Source: an optimization exercise on an open RTL-to-GDS flow (aim: small area, a short achievable clock period and few clock cycles). Production flows keep margins and buffers that such runs may drop. Only simulation tests tie the RTL to the original design; equivalence was not proved. Power figures rest on the tool's default switching activity, not on a simulated workload.

## config.mk

```make
export PLATFORM = sky130hd
export DESIGN_NAME = LASER
export DESIGN_NICKNAME = LASER
export VERILOG_FILES = /design/flow/design.v
export SDC_FILE = /design/flow/constraint.sdc
export NUM_CORES = 4
export LEC_CHECK = 0
export CAP_MARGIN = 20
export CORE_MARGIN = 2
export CORE_UTILIZATION = 40
export SLEW_MARGIN = 20
```

## constraint.sdc

```tcl
create_clock -name core_clock -period 9.0 [get_ports {CLK}]
set_input_delay 1.8000 -clock core_clock [delete_from_list [all_inputs] [get_ports {CLK}]]
set_output_delay 1.8000 -clock core_clock [all_outputs]
set_load 0.01 [all_outputs]
```

## design.v

```verilog
`timescale 1ps/1ps
module LASER (
	input CLK,
	input RST,
	input [3:0] X,
	input [3:0] Y,
	output reg [3:0] C1X,
	output reg [3:0] C1Y,
	output reg [3:0] C2X,
	output reg [3:0] C2Y,
	output DONE
);
parameter State_Data_Read									= 0,
					State_Calculate_Cover 					= 1,
					State_Next_Circle 							= 2,
					State_Refresh_Max_Cover_Circle	= 3,
					State_Data_Out 									= 4;
reg [2:0] State;
reg [3:0] DATA [39:0][1:0];  
reg [3:0] CNT_X,CNT_Y;
reg [5:0] CNT;
reg [2:0] STEP_CNT;
reg [6:0] ITER;  
reg [8:0] Calculate_REG;
reg [3:0] Distance1,Distance2,Distance3,Distance4;
reg S;
wire [3:0] Set_Circle [1:0];
reg [5:0] Max_Cover,Cover;
reg [3:0] Max_Cover_X,Max_Cover_Y;
reg inC1,inC2;
reg [7:0] sqrd1,sqrd2,sqrd3,sqrd4;
assign Set_Circle[0] = S ? C1X:C2X;
assign Set_Circle[1] = S ? C1Y:C2Y;
assign DONE = State== State_Data_Out ? 1'b1:1'b0;
always@(posedge CLK or posedge RST)begin
	if(RST)begin
		State <= State_Data_Read;	
		S<=0;
		{CNT_Y,CNT_X} <= 0;
		CNT <= 0;
		STEP_CNT <= 0;
		ITER <= 0;
		{Cover,Max_Cover} <= 0;
		{C1X,C1Y,C2X,C2Y} <= 0;
		{Max_Cover_Y,Max_Cover_X} <= 0; 
	end
	else begin
		case(State)
			State_Data_Read								:begin
				if(CNT>=39) begin
					State <= State_Calculate_Cover;
					CNT <= 0;
				end
				else CNT <= CNT+1;
				DATA[CNT][0] <= X;
				DATA[CNT][1] <= Y;
			end
			State_Calculate_Cover 				:begin  
				if(CNT>=39)begin
					State <= State_Next_Circle;
					CNT <= 0;
				end
				else begin
					CNT <= CNT+1;
				end
				if(inC1||inC2)begin
					Cover <= Cover+1;
				end
			end
			State_Next_Circle 						:begin  
				if(Cover>=Max_Cover)begin
					Max_Cover <= Cover;
					Max_Cover_Y <= CNT_Y;
					Max_Cover_X <= CNT_X;
				end
				if(Cover<=3)begin
					if(CNT_Y==15 && (CNT_X+10)>15)begin
						State <= State_Refresh_Max_Cover_Circle;
						CNT_Y <= 0;
						CNT_X <= 0;
					end
					else if((CNT_X+10)>15)begin
						CNT_Y <= CNT_Y+1;
						CNT_X <= 0;
						State <= State_Calculate_Cover;
					end
					else begin
						CNT_X <= CNT_X+10;
						State <= State_Calculate_Cover;
					end
				end
				else if(Cover<=10)begin
					if(CNT_Y==15 && (CNT_X+7)>15)begin
						State <= State_Refresh_Max_Cover_Circle;
						CNT_Y <= 0;
						CNT_X <= 0;
					end
					else if((CNT_X+7)>15)begin
						CNT_Y <= CNT_Y+1;
						CNT_X <= 0;
						State <= State_Calculate_Cover;
					end
					else begin
						CNT_X <= CNT_X+7;
						State <= State_Calculate_Cover;
					end
				end
				else if(Cover<=20)begin
					if(CNT_Y==15 && (CNT_X+3)>15)begin
						State <= State_Refresh_Max_Cover_Circle;
						CNT_Y <= 0;
						CNT_X <= 0;
					end
					else if((CNT_X+3)>15)begin
						CNT_Y <= CNT_Y+1;
						CNT_X <= 0;
						State <= State_Calculate_Cover;
					end
					else begin
						CNT_X <= CNT_X+3;
						State <= State_Calculate_Cover;
					end
				end
				else begin
					{CNT_Y,CNT_X}<= &{CNT_Y,CNT_X} ? 0:{CNT_Y,CNT_X}+1 ;
					State <= &{CNT_Y,CNT_X} ? State_Refresh_Max_Cover_Circle : State_Calculate_Cover;
				end
				Cover<=0;
			end
			State_Refresh_Max_Cover_Circle 	:begin 
				if(  (S&&{Max_Cover_Y,Max_Cover_X}=={C2Y,C2X}) ||
				 			(~S&&{Max_Cover_Y,Max_Cover_X}=={C1Y,C1X}) || (&ITER) ) State <= State_Data_Out;
				else begin 
					if(S) {C2Y,C2X} <= {Max_Cover_Y,Max_Cover_X};
					else {C1Y,C1X} <= {Max_Cover_Y,Max_Cover_X};
					State <= State_Calculate_Cover ; 
				end
				{CNT_Y,CNT_X} <= 0;
				CNT <= 0;
				STEP_CNT <= 0;
				ITER <= ITER+1;
				Cover<=0;
				S <= ~S;
			end
			State_Data_Out 								:begin 
				State <= State_Data_Read;	
				{CNT_Y,CNT_X} <= 0;
				S <= 0;
				CNT <= 0;
				STEP_CNT <= 0;
				ITER <= 0;
				{Cover,Max_Cover} <= 0;
				{C1X,C1Y,C2X,C2Y} <= 0;
				{Max_Cover_Y,Max_Cover_X} <= 0; 
			end
		endcase
	end
end
always@(*)begin
	if(State==State_Calculate_Cover)begin
		Distance1 = (CNT_X>DATA[CNT][0]) ? (CNT_X-DATA[CNT][0]):(DATA[CNT][0]-CNT_X);
		Distance2 = (CNT_Y>DATA[CNT][1]) ? (CNT_Y-DATA[CNT][1]):(DATA[CNT][1]-CNT_Y);	
		sqrd1 = Distance1*Distance1;
		sqrd2 = Distance2*Distance2;
		if( (sqrd1+sqrd2)<=16) inC1 = 1;
		else inC1 = 0;
		Distance3 = (Set_Circle[0]>DATA[CNT][0]) ? (Set_Circle[0]-DATA[CNT][0]):(DATA[CNT][0]-Set_Circle[0]);
		Distance4 = (Set_Circle[1]>DATA[CNT][1]) ? (Set_Circle[1]-DATA[CNT][1]):(DATA[CNT][1]-Set_Circle[1]);
		sqrd4 = Distance3*Distance3;
    sqrd3 = Distance4*Distance4;
		if( (sqrd3+sqrd4)<=16) inC2 = 1;
		else inC2 = 0;
	end
	else {Distance1,Distance2,inC1,inC2} = 0;
end
endmodule
```

## run.sh

```bash
#!/bin/bash
# synth_recipe.tcl (not shown) runs the flow's synth.tcl, then flattens the netlist and writes it again
# the make line also repeats each setting of config.mk as NAME=value (left out here)
make -C /OpenROAD-flow-scripts/flow DESIGN_CONFIG=/design/flow/config.mk WORK_HOME=/design/flow/orfs CLKGATE_MAP_FILE= SYNTH_SCRIPT=/design/flow/synth_recipe.tcl finish
```

==> results.txt <==
## layout by cell type, fill, tap and decap left out, types with 7 or more instances in the layout
cell             instances
nor4_1                  17
a21o_1                  22
nor3_1                  23
a222oi_1                12
nand2_1                130
buf_4                  197
nor2_1                  71
buf_6                    8
fa_1                    26
mux2i_1                 28
or2_2                    7
nor3_2                  22
ha_1                    78
edfxtp_1               320
clkdlybuf4s50_1         21
mux2_2                 163
inv_1                   92
nor4_4                   8
buf_12                  10
nor4_2                  27
nor2b_1                 10
a22oi_2                 11
a31oi_1                  7
clkbuf_1                 9
nand4_1                 36
clkbuf_16               45
xor2_1                   9
a22oi_1                124
dfrtp_1                 60
o21ai_0                 57
a21oi_1                 31
nand3_1                 21
nand2b_1                10
xnor2_1                 23
## timing repair
action | 4_1_cts | 5_1_grt
setup endpoints to repair | 6 | 6
setup buffers | 3 | 16
pin swaps | 0 | 27
cloned | 0 | 1
gates resized for setup | 5 | 83
## cell families after synthesis
family | synth area share
AOI/OAI and AO/OA | 0.107
xor gates and xnor gates | 0.0155
adders and majority gates | 0.0819
buffers and inverters | 0.0416
DFF | 0.548
muxes | 0.107
and+or+nand+nor | 0.0990
## sequential cells by signal, summed over array words and instances (netlist names)
register and cells:
CNT_X 4, CNT 6, Max_Cover_X 4, Max_Cover 6
C2Y 4, DATA 320, C1Y 4, C2X 4
Cover 6, S 1, Max_Cover_Y 4, C1X 4
State 3, ITER 7, CNT_Y 4
## report_power, final
part	internal (mW)	switching [mW]	leakage (nW)	total, mW
clock network	0.963	0.734	0.645	1.70
registers	1.91	0	3.71	1.91
logic	0.0304	0.0552	4.77	0.0856
total	2.91	0.789	9.12	3.70
## metal layers
layer  track usage  up-vias
met5             0        -
met4         0.102        0
met3        0.0376      148
met2         0.403      679
met1         0.327     7516
li1              -     6632
## through the flow
step / setup WS [ps] / TNS, ps / utilization
floorplan: 52.5 / 0 / -
global placement: -21.7 / -25.8 / 0.455
detailed placement: -171 / -316 / 0.455
CTS: 4.68 / 0 / 0.482
global route: -67.4 / -108 / 0.492
finish: 328 / 0 / 0.492
## critical path, delay by kind of cell (launching register included)
family	cells	cell delay (ps)
simple gates	5	1310
xor+xnor	1	180
fa+ha+maj	7	2770
buf+inv	10	1560
mux	2	330
flops	1	380
compound gates	10	2020
## final cells by class
class / count / area [um^2]
Clock buffer: 54 / 1150
Clock inverter: 18 / 165
Fill cell: 4406 / 25500
Inverter: 96 / 360
Multi-Input combinational cell: 1074 / 8990
Sequential cell: 381 / 11100
Tap cell: 672 / 841
Timing Repair Buffer: 243 / 2040
## worst min path at each step
stage | from | endpoint | slack (ps) | cells after the start
2_1_floorplan | ITER[6]$_DFFE_PP0N_ | ITER[6]$_DFFE_PP0N_ | 450 | 1
3_3_place_gp | ITER[6]$_DFFE_PP0N_ | ITER[6]$_DFFE_PP0N_ | 470 | 1
3_5_place_dp | ITER[6]$_DFFE_PP0N_ | ITER[6]$_DFFE_PP0N_ | 480 | 1
4_1_cts | ITER[6]$_DFFE_PP0N_ | ITER[6]$_DFFE_PP0N_ | 490 | 1
5_1_grt | ITER[6]$_DFFE_PP0N_ | ITER[6]$_DFFE_PP0N_ | 520 | 1
6_report | ITER[6]$_DFFE_PP0N_ | ITER[6]$_DFFE_PP0N_ | 490 | 1
==> summary.md <==
| Metric | Value |
|---|---|
| Synth-to-layout area growth | 21.5% |
| Router iterations before antenna repair | 6 |
| Synthesis warning total | 2 |
| Synth area leaders | edfxtp_1 (47%), mux2_2 (9.0%), dfrtp_1 (7.5%), ha_1 (5.2%), a22oi_1 (5.0%) |
| Hold WC Path Type | reg2reg |
| Post-synth ARST share | 0.160 |
| Vias | 15,000 |
| Antenna cells | 0 |
| CP max FO | 15 |
| Htree depth | 2 |
| Via density | 5.90 |
| Worst R2R End | Cover[3]$_DFFE_PP0P_ |
| Cell row count | 82 |
| Worst hold margin | 494 ps |
| Drt drc | 0 |
| Crit path capture | Cover[3]$_DFFE_PP0P_ |
| Met3 routed WL | 5110 um |
| Status | no timing/DRC/antenna violations |
| Worst-Skew Late Latency | 590 ps |
| Slew @ Worst Pin | 1120 ps |
| CP Launch Point | CNT[3]$_DFFE_PP0P_ |
| GP Congestion | 0.961 |
| Antenna violations before repair | 0 |
| Delay of the slowest cell on the worst path | 550 ps |
| Clock Path Buffers | 3 |
| Post-Syn Nets | 1,795 |
| Startpoint types | register |
| Worst Reg-to-Reg Cells | 35 |
| First-pass GRT wire length | 97,000 um |
| Die height | 229 um |
| Peak VDD IR | 0.146 mV |
| Via count of the first global-routing pass | 14,700 |
| Mean Syn Cell Area | 12.2 um^2 |
| Cell Area, Placed | 22,800 um^2 |
| Seq/Total Area, Yosys | 0.548 |
| Synth cell types | 61 |
| Leak | 9.12 nW |
| Cell area after layout | 24,700 um^2 |
| Area leader, netlist | edfxtp_1 |
| CTS Buf Count | 42 |
| CTS tree | yes |
| # Max-Cap Violations | 0 |
| Die ar. | 52,600 um^2 |
| Post-DRT Antenna Nets | 0 |
| Commonest cells post-synth | edfxtp_1 (320), mux2_2 (163), a22oi_1 (135) |
| Gr usage total | 0.246 |
| Peak Freq | 115 MHz |
| Met2 wire len | 31,000 um |
| FF-to-FF Start | CNT[3]$_DFFE_PP0P_ |
| # hold bufs at CTS | 0 |
| I/O Buffers | 26 |
| Placed cells | 2,446 |
| CTS root buf | clkbuf_16 |
| Critical Path RT | 9460 ps |
| Iter 0 DRT Violations | 1,449 |
| Critical path class | reg2reg |
| Ports | 27 |
| CTS clock-pin slew for the worst setup and hold paths | 60 ps |
| Gr ovfl total | 0 |
| Wl on met1 | 26,200 um |
| Mapped cell area | 20,300 um^2 |
| Pin count of the biggest net entering global routing | 81 |
| CP endpoint kind | register |
| Final Max Tran Viols | 0 |
| Period Utilization, post-route | 0.964 |
| DR WL/cell | 25.7 um |
| Main flop type after synthesis | edfxtp_1 |
| Mapped Cells | 1,670 |
| Clock period minus worst slack | 8670 ps |
| Critical Path Most Common Cell | buf_4 |
| Area share of the largest cell type after synthesis | 0.473 |
| Setup violators final | 0 |
| Core area | 50,200 um^2 |
| Layout cell share with drive strength beyond 1 | 0.301 |
| CP max-delay cell | nor3_1 |
| Post-DP HPWL | 44,600 um |
| PwrDens | 150 nW/um^2 |
| Post-layout net count | 1,963 |
| Final Skew | 19.9 ps |
| Final instance count without filler cells | 2,538 |
| Top Layer Used | met4 |
| Max-slew headroom | 0.245 |
| #FFs+latches synth | 381 |
| Die Wd | 229 um |
| CP arrival | 9130 ps |
| Total Power | 3.70 mW |
| Sink Count | 381 |
| Initial Utilization | 0.405 |
| R2R setup slack | 330 ps |
| Final Hold Viols | 0 |
| Most frequent cell after synthesis | edfxtp_1 |
| Routed wire length | 65,100 um |
| Post-synth EDFFs | 320 |
Testbench counts, summed over its fixed seeds: cycles 3,865,014.

[port drivers added, routing unchanged]
The results above use ideal ports. As a check the final layout listed here was re-extracted and re-timed, cells and wires unchanged.
Step 1, drivers: a clkbuf_16 drives CLK and a buf_2 each remaining input, both assumed.
Step 2 times the ports against the registers' clock, not the clock port: input delays grow and output delays shrink by t, the midpoint of the rising clock arrivals with the driver on.
a / b / c = ideal / step 1 / step 2; a / b = the first two.
t (ns): 0.632
setup WS [ns]: 0.328 / 0.328 / 0.328
worst setup path after step 2: register to register
worst data-port slew with drivers (ns): 0.03
pins driven straight from the clock port: 1
After both steps this run still meets setup and hold. For this run, drivers alone change the setup slack by 0.000 ns; drivers and shift together by 0.000 ns.
